Source: an optimization exercise on an open RTL-to-GDS flow (aim: small area). Production flows keep margins and buffers that such runs may drop. Only simulation tests tie the RTL to the original design; equivalence was not proved. Power is estimated from default activity; no workload was simulated.

==> flow/design.v (excerpt) <==
module regmap #(
    parameter ADDR_W = 32,
    parameter DATA_W = 32,
    parameter STRB_W = DATA_W / 8
)(
    input clk,
    input rst,
    output [31:0] csr_sampl_num_val_out,
    output [15:0] csr_area0_start_val_out,
    output [15:0] csr_area1_start_val_out,
    output [15:0] csr_area2_start_val_out,
    output [15:0] csr_area0_end_val_out,
    output [15:0] csr_area1_end_val_out,
    output [15:0] csr_area2_end_val_out,
    output  csr_buf_ctrl_spec_req_out,
    output  csr_buf_ctrl_area_req_out,
    output [7:0] csr_acc_start_val_out,
    output [7:0] csr_acc_stop_val_out,
    output [15:0] csr_adc_th_val_out,
    output [2:0] csr_adc_filter_window_size_out,
    output  csr_adc_filter_bypass_out,
    output [3:0] csr_bline_ctrl_averagings_out,
    output  csr_bline_ctrl_auto_baseline_out,
    output [15:0] csr_bline_manual_val_out,
    output [15:0] csr_bline_acc_val_out,
    output [5:0] csr_bline_trend_delay_val_out,
    input csr_bline_actual_val_en,
    input [14:0] csr_bline_actual_val_in,
    output  csr_gate_ctrl_hysteresis_en_out,
    output  csr_gate_ctrl_pileup_reject_out,
    output [5:0] csr_gate_ctrl_pre_trigger_out,
    output  csr_dump_ctrl_enable_out,
    output [10:0] csr_dump_ctrl_samples_out,
    output [15:0] csr_pileup_acc_val_out,
    output [5:0] csr_pileup_trend_delay_val_out,
    input csr_pileup_actual_val_en,
    input  csr_pileup_actual_val_in,
    output  csr_pileup_cnt_ctrl_frame_rst_out,
    output  csr_pileup_cnt_ctrl_pileup_cnt_rst_out,
    input [31:0] csr_pileup_cnt_val_in,
    output [15:0] csr_count_th_0_val_out,
    input csr_count_val_0_val_en,
    input [31:0] csr_count_val_0_val_in,
    output [15:0] csr_count_th_1_val_out,
    input csr_count_val_1_val_en,
    input [31:0] csr_count_val_1_val_in,
    input [7:0] csr_ver_val_in,
    input [7:0] csr_sub_val_in,
    input [7:0] csr_rev_val_in,
    input  [ADDR_W-1:0] axil_awaddr,
    input  [2:0]        axil_awprot,
    input               axil_awvalid,
    output              axil_awready,
    input  [DATA_W-1:0] axil_wdata,
    input  [STRB_W-1:0] axil_wstrb,
    input               axil_wvalid,
    output              axil_wready,
    output [1:0]        axil_bresp,
    output              axil_bvalid,
    input               axil_bready,
    input  [ADDR_W-1:0] axil_araddr,
    input  [2:0]        axil_arprot,
    input               axil_arvalid,
    output              axil_arready,
    output [DATA_W-1:0] axil_rdata,
    output [1:0]        axil_rresp,
    output              axil_rvalid,
    input               axil_rready
);
Size in the first run: roughly 1100 cells after synthesis, ~450 flip-flops, ~580 I/O pins, roughly 18000 sq um of cells after synthesis.
export LEC_CHECK = 0
export CAP_MARGIN = 20
export CORE_MARGIN = 2
export CORE_UTILIZATION = 40
export GPL_TIMING_DRIVEN = 0
export SLEW_MARGIN = 20
create_clock -name core_clock -period 5.0 [get_ports {clk}]
standard.sh (not shown) runs the stock make flow with config.mk's settings and CLKGATE_MAP_FILE= SYNTH_SCRIPT=/design/flow/synth_recipe.tcl, a recipe that flattens the netlist after the stock synthesis.
==> flow/flow/run.sh <==
#!/bin/bash
# Standard ORFS layout, with two changes:
#  - port buffers are sky130_fd_sc_hd__buf_1 instead of the default buffer_ports choice;
#  - CTS does not insert dummy loads.
set -euo pipefail
export BUFFER_PORTS_ARGS="-buffer_cell sky130_fd_sc_hd__buf_1"
export CTS_ARGS="-sink_clustering_enable -repair_clock_nets -dont_use_dummy_load"
bash standard.sh > standard_flow.log 2>&1
Rerun with:
--- a/flow/flow/run.sh
+++ b/flow/flow/run.sh
@@ -5,4 +5,4 @@
 set -euo pipefail
 export BUFFER_PORTS_ARGS="-buffer_cell sky130_fd_sc_hd__buf_1"
-export CTS_ARGS="-sink_clustering_enable -repair_clock_nets -dont_use_dummy_load"
+export CTS_ARGS="-sink_clustering_enable -repair_clock_nets -dont_use_dummy_load -buf_list {sky130_fd_sc_hd__clkbuf_4 sky130_fd_sc_hd__clkbuf_8}"
 bash standard.sh > standard_flow.log 2>&1
Settings changed: CORE_UTILIZATION 40 to 60.
=> Power fell by 5.3%. Critical path depth does not change. Sequential cell count does not change.
Rerun with:
==> flow/flow/run.sh (replaced) <==
#!/bin/bash
# Standard ORFS layout (bash standard.sh), with these changes:
#  - synthesis buffers are removed before global placement (as the timing-driven mode does);
#  - port buffers are sky130_fd_sc_hd__buf_1 instead of the default buffer_ports choice;
#  - CTS uses its own buffer list and sink clustering, and no dummy loads.
set -euo pipefail
export PRE_GLOBAL_PLACE_TCL="$PWD/flow/pre_gpl.tcl"
export BUFFER_PORTS_ARGS="-buffer_cell sky130_fd_sc_hd__buf_1"
export CTS_ARGS="-sink_clustering_enable -repair_clock_nets -dont_use_dummy_load -buf_list sky130_fd_sc_hd__clkbuf_16 -sink_clustering_size 25 -sink_clustering_max_diameter 60"
bash standard.sh > standard_flow.log 2>&1
==> flow/flow/pre_gpl.tcl (new file) <==
remove_buffers
=>
- design area fell by 1.5%
- worst setup slack degrades by 0.52 ns
- via count shrinks by 5.0%
- sequential share of layout area climbs by 0.93 points
- hold slack stays flat
- utilization drops by 1.1 points
- global-route usage goes down by 3.3 points
Rerun with:
--- a/flow/flow/run.sh
+++ b/flow/flow/run.sh
@@ -7,4 +7,4 @@
 export PRE_GLOBAL_PLACE_TCL="$PWD/flow/pre_gpl.tcl"
 export BUFFER_PORTS_ARGS="-buffer_cell sky130_fd_sc_hd__buf_1"
-export CTS_ARGS="-sink_clustering_enable -repair_clock_nets -dont_use_dummy_load -buf_list sky130_fd_sc_hd__clkbuf_16 -sink_clustering_size 25 -sink_clustering_max_diameter 60"
+export CTS_ARGS="-sink_clustering_enable -repair_clock_nets -dont_use_dummy_load -buf_list sky130_fd_sc_hd__clkbuf_8 -sink_clustering_size 15 -sink_clustering_max_diameter 50"
 bash standard.sh > standard_flow.log 2>&1
Outcome:
- The changed run finished with timing, DRC and antenna clean
- total power fell by a few percent
- final cell count goes up slightly
- utilization went down by 0.96 points
- cell area is lower slightly
- hold slack improves by 0.0048 ns
- fmax hardly moves

==> re-timing with driven ports <==
How much do the figures lean on ideal ports? The routed layouts below were timed once more, with nothing changed but the port constraints.
Step 1 sets driving cells, clkbuf_16 on the clock port and buf_2 on the other inputs (assumed; they add their load-dependent delay and slew).
Step 2 moves the port delays by t, midway between the first and last clock arrival at a register: inputs arrive t later, outputs are due t later. That takes back most of the time a late clock gives input paths.
a / b / c = ideal / step 1 / step 2; a / b = the first two.
run | t (ns) | slack for setup (ns) | worst setup path after step 2
the first run | 0.631 | 1.201 / 1.147 / 1.660 | register to register
the second run | 0.632 | 1.094 / 1.044 / 1.676 | register to output
the third run | 0.566 | 0.573 / 0.520 / 0.586 | register to register
the fourth run | 0.603 | 0.563 / 0.514 / 0.629 | register to register
After both steps every run listed still meets setup and hold.
